Source: an optimization exercise on an open RTL-to-GDS flow (aim: small area). Production flows keep margins and buffers that such runs may drop.

==> flow/design.v (excerpt) <==
module conv1 (
  input clock,
  input reset,
  input vld_in,
  input [5:0][15:0] in,
  output vld_out,
  output [63:0][15:0] out
);
Settings: LEC_CHECK=0, CAP_MARGIN=20, CORE_MARGIN=2, CORE_UTILIZATION=45, GPL_TIMING_DRIVEN=1, SETUP_SLACK_MARGIN=0.05, SLEW_MARGIN=20; clock period 6.0 ns.
standard.sh (not shown) runs the stock make flow with config.mk's settings and CLKGATE_MAP_FILE= SYNTH_SCRIPT=/design/flow/synth_recipe.tcl, a recipe that flattens the netlist after the stock synthesis.
==> flow/flow/run.sh <==
#!/bin/bash
# Layout flow: standard synthesis (for the register list), then the hand-mapped
# adder netlist generated by flow/gen.py from flow/plan.json replaces the
# synthesized netlist; the rest is the standard ORFS flow, with port buffers
# of the smallest buffer cell.
set -eo pipefail
R=orfs/results/sky130hd/conv1/base
bash standard.sh synth > std_synth.log 2>&1
cp $R/1_2_yosys.v std_1_2_yosys.v
python3 flow/gen.py flow/plan.json std_1_2_yosys.v hand_netlist.v > gen.log 2>&1
cp hand_netlist.v $R/1_2_yosys.v
rm -f $R/1_synth.odb
bash standard.sh BUFFER_PORTS_ARGS="-buffer_cell sky130_fd_sc_hd__buf_1" PLACE_PINS_ARGS="-min_distance 1 -min_distance_in_tracks" POST_GLOBAL_PLACE_TCL=$PWD/flow/post_gpl.tcl finish > std_finish.log 2>&1
Other scripts of this flow, unchanged in this note and not shown: flow/flow/gen.py, flow/flow/nlgen3.py, flow/flow/plan.json, flow/flow/post_gpl.tcl
The baseline ran to the end with no violations.
Next try:
--- a/flow/flow/run.sh
+++ b/flow/flow/run.sh
@@ -13 +13 @@
-bash standard.sh BUFFER_PORTS_ARGS="-buffer_cell sky130_fd_sc_hd__buf_1" PLACE_PINS_ARGS="-min_distance 1 -min_distance_in_tracks" POST_GLOBAL_PLACE_TCL=$PWD/flow/post_gpl.tcl finish > std_finish.log 2>&1
+bash standard.sh BUFFER_PORTS_ARGS="-buffer_cell sky130_fd_sc_hd__buf_1" PLACE_PINS_ARGS="-min_distance 1 -min_distance_in_tracks" POST_GLOBAL_PLACE_TCL=$PWD/flow/post_gpl.tcl GLOBAL_ROUTE_ARGS="-congestion_iterations 100 -congestion_report_iter_step 5 -verbose -allow_congestion" finish > std_finish.log 2>&1
- CORE_UTILIZATION: 45 -> 50
=> Worst setup slack is better by 0.035 ns; final cell count came out lower by 2.4%; synthesized cell count does not change.
Next try:
--- a/flow/flow/run.sh
+++ b/flow/flow/run.sh
@@ -13 +13 @@
-bash standard.sh BUFFER_PORTS_ARGS="-buffer_cell sky130_fd_sc_hd__buf_1" PLACE_PINS_ARGS="-min_distance 1 -min_distance_in_tracks" POST_GLOBAL_PLACE_TCL=$PWD/flow/post_gpl.tcl GLOBAL_ROUTE_ARGS="-congestion_iterations 100 -congestion_report_iter_step 5 -verbose -allow_congestion" finish > std_finish.log 2>&1
+bash standard.sh BUFFER_PORTS_ARGS="-buffer_cell sky130_fd_sc_hd__buf_1" PLACE_PINS_ARGS="-min_distance 1 -min_distance_in_tracks" POST_GLOBAL_PLACE_TCL=$PWD/flow/post_gpl.tcl finish > std_finish.log 2>&1
- SETUP_SLACK_MARGIN: 0.05 -> 0.0
What happened: This time the run aborted during 5_1_grt (GRT-0116); synthesized cell count does not change; synthesized area stays the same.
Next try:
--- a/flow/flow/run.sh
+++ b/flow/flow/run.sh
@@ -13 +13 @@
-bash standard.sh BUFFER_PORTS_ARGS="-buffer_cell sky130_fd_sc_hd__buf_1" PLACE_PINS_ARGS="-min_distance 1 -min_distance_in_tracks" POST_GLOBAL_PLACE_TCL=$PWD/flow/post_gpl.tcl finish > std_finish.log 2>&1
+bash standard.sh BUFFER_PORTS_ARGS="-buffer_cell sky130_fd_sc_hd__buf_1" PLACE_PINS_ARGS="-min_distance 1 -min_distance_in_tracks" POST_GLOBAL_PLACE_TCL=$PWD/flow/post_gpl.tcl ROUTING_LAYER_ADJUSTMENT=0.15 finish > std_finish.log 2>&1
- SETUP_SLACK_MARGIN: 0.0 -> 0.05
The new run aborted during 5_1_grt (GRT-0116).
Synthesized area does not change.
Synthesized cell count stays the same.
No functional check of the RTL was part of any run of this note.

re-timing with driven ports:
No port has a modelled driver above. Below, the same layouts with a new extraction and two added sets of constraints.
Step 1 sets driving cells, clkbuf_16 on the clock port and buf_2 on the other inputs (assumed; they add their load-dependent delay and slew).
Step 2 also shifts input and output timing later by t, the mid clock arrival at the registers, as if the neighbouring blocks saw the same clock.
Three values: ideal ports, drivers, drivers and shift; two values: the first two.
run	t, ns	setup slack, ns	worst slew at a driven data input, ns
the first run	0.672	0.112 / 0.036 / -0.362	0.09
the second run	0.679	0.147 / 0.071 / -0.314	0.10
With both steps, setup timing fails in the first run and the second run, where it was met with ideal ports. For the first run, which loses most, drivers alone change the setup slack by -0.076 ns; drivers and shift together by -0.474 ns.
